Context: an optimization exercise on an open-source flow, tuned for small area and a short achievable clock period. The choices shown serve that exercise and are no tape-out recipe. The RTL was checked by simulation tests, not by an equivalence proof against the original design. Power is estimated from default activity; no workload was simulated.

willow:
Design conv_top, start of the top module:
module conv_top (
  input  logic               clk,
  input  logic               rstn,
  input  logic               valid_in,
  input  logic [7:0]         px_in,
  input  logic               kernel_wr,
  input  logic [3:0]         kernel_addr,
  input  logic signed [15:0] kernel_data,
  output logic               valid_out,
  output logic [7:0]         px_out
);
==> flow/config.mk <==
export PLATFORM = sky130hd
export DESIGN_NAME = conv_top
export DESIGN_NICKNAME = conv_top
export VERILOG_FILES = /design/flow/design.v
export SDC_FILE = /design/flow/constraint.sdc
export NUM_CORES = 4
export LEC_CHECK = 0
export ABC_CLOCK_PERIOD_IN_PS = 2500
export CAP_MARGIN = 20
export CORE_MARGIN = 2
export CORE_UTILIZATION = 55
export CTS_CLUSTER_DIAMETER = 110
export CTS_CLUSTER_SIZE = 20
export PLACE_DENSITY = 0.72
export SLEW_MARGIN = 20
export SYNTH_HIERARCHICAL = 1
export SYNTH_MINIMUM_KEEP_SIZE = 0
==> flow/constraint.sdc <==
create_clock -name core_clock -period 8.0 [get_ports {clk}]
set_input_delay 1.6000 -clock core_clock [delete_from_list [all_inputs] [get_ports {clk}]]
set_output_delay 1.6000 -clock core_clock [all_outputs]
set_load 0.01 [all_outputs]
standard.sh (not shown) runs the stock make flow with config.mk's settings and CLKGATE_MAP_FILE= SYNTH_SCRIPT=/design/flow/synth_recipe.tcl, a recipe that flattens the netlist after the stock synthesis.
==> flow/flow/run.sh <==
#!/bin/bash
# The standard layout, with two changes to how it is optimised:
#  - the port buffers that buffer_ports inserts are plain buffers
#    (sky130_fd_sc_hd__buf_4) instead of the default delay buffers;
#  - ORFS's timing repair aims for a setup slack of 5.25 ns at the design's
#    clock period (SETUP_SLACK_MARGIN), so that it keeps improving paths
#    the global-route estimate already sees as meeting 3 ns.
# The clock period and constraints are the design's.  The full output of
# the run goes to standard.log in this folder; ORFS also keeps its per-step
# logs under orfs/logs.
set -euo pipefail
export BUFFER_PORTS_ARGS="-buffer_cell sky130_fd_sc_hd__buf_4"
export SETUP_SLACK_MARGIN=5.25
bash standard.sh > standard.log 2>&1
Edits applied to the flow inputs when going from willow to tundra:
- swapping 0.72 for 0.65 in PLACE_DENSITY
- putting SETUP_SLACK_MARGIN at 5 where nothing was set
- swapping 55 for 45 in CORE_UTILIZATION
==> flow/flow/run.sh <==
#!/bin/bash
# The standard layout, with the port buffers that buffer_ports inserts made
# plain buffers (sky130_fd_sc_hd__buf_4) instead of the default delay buffers.
# The full output of the run goes to standard.log in this folder; ORFS also
# keeps its per-step logs under orfs/logs.
set -euo pipefail
export BUFFER_PORTS_ARGS="-buffer_cell sky130_fd_sc_hd__buf_4"
bash standard.sh > standard.log 2>&1
--- outcome ---
NOTE count of placed standard cells in the final layout, fillers left out willow->tundra increased by a few percent. tundra vs willow, clock power went up by about 2%. Relative to willow, the final cell area reported for tundra is lower.

========
conv_top again, from the RTL that the note above started with.
export LEC_CHECK = 0
export ABC_CLOCK_PERIOD_IN_PS = 2500
export CAP_MARGIN = 20
export CORE_MARGIN = 2
export CORE_UTILIZATION = 45
export CTS_CLUSTER_DIAMETER = 110
export CTS_CLUSTER_SIZE = 20
export PLACE_DENSITY = 0.65
export SLEW_MARGIN = 20
export SYNTH_HIERARCHICAL = 1
export SYNTH_MINIMUM_KEEP_SIZE = 0
export TNS_END_PERCENT = 10
create_clock -name core_clock -period 8.0 [get_ports {clk}]
==> flow/flow/run.sh <==
#!/bin/bash
# The standard layout, with two changes to how it is optimised:
#  - the port buffers that buffer_ports inserts are plain buffers
#    (sky130_fd_sc_hd__buf_4) instead of the default delay buffers;
#  - ORFS's timing repair aims for a setup slack of 5.25 ns at the design's
#    clock period (SETUP_SLACK_MARGIN), so that it keeps improving paths
#    the global-route estimate already sees as meeting 3 ns.
# The clock period and constraints are the design's.  The full output of
# the run goes to standard.log in this folder; ORFS also keeps its per-step
# logs under orfs/logs.
set -euo pipefail
export BUFFER_PORTS_ARGS="-buffer_cell sky130_fd_sc_hd__buf_4"
export SETUP_SLACK_MARGIN=5.25
bash standard.sh > standard.log 2>&1
The baseline completed without violations.
Rerun with:
--- a/flow/config.mk
+++ b/flow/config.mk
@@ -16,3 +16,2 @@
 export SYNTH_HIERARCHICAL = 1
 export SYNTH_MINIMUM_KEEP_SIZE = 0
-export TNS_END_PERCENT = 10
Effect: The changed run went through all stages and came out clean. Sequential share of layout area went down by 0.55 points. Maximum frequency increases by 2.1%. Final area rose by 1.1%. Clock skew barely changes. Wire length rises by 0.41%. Count of clock-buffer cells in the layout is unchanged. Setup slack gains 0.058 ns. Global-route usage is about the same.

## separate check: timing with driven ports
Ports are ideal in the flow. The routed layouts listed here were re-timed in OpenROAD.
Step 1 assumes that a clkbuf_16 drives the clock port and a buf_2 every other input.
Step 2 also shifts input and output timing later by t, the mid clock arrival at the registers, as if the neighbouring blocks saw the same clock.
Three values: ideal, step 1, step 2; two values: the first two.
run	shift t [ns]	slack for setup (ns)	latest minus earliest clock arrival (ns)	worst slew at a driven data input, ns
willow	0.816	5.189 / 5.112 / 5.193	0.068 / 0.068	0.04
tundra	0.847	4.976 / 4.976 / 4.976	0.074 / 0.074	0.04
the first run of note 2	0.840	5.119 / 5.103 / 5.119	0.070 / 0.070	0.04
the second run of note 2	0.845	5.177 / 5.094 / 5.218	0.070 / 0.070	0.04
After both steps setup and hold are still met in every run listed.
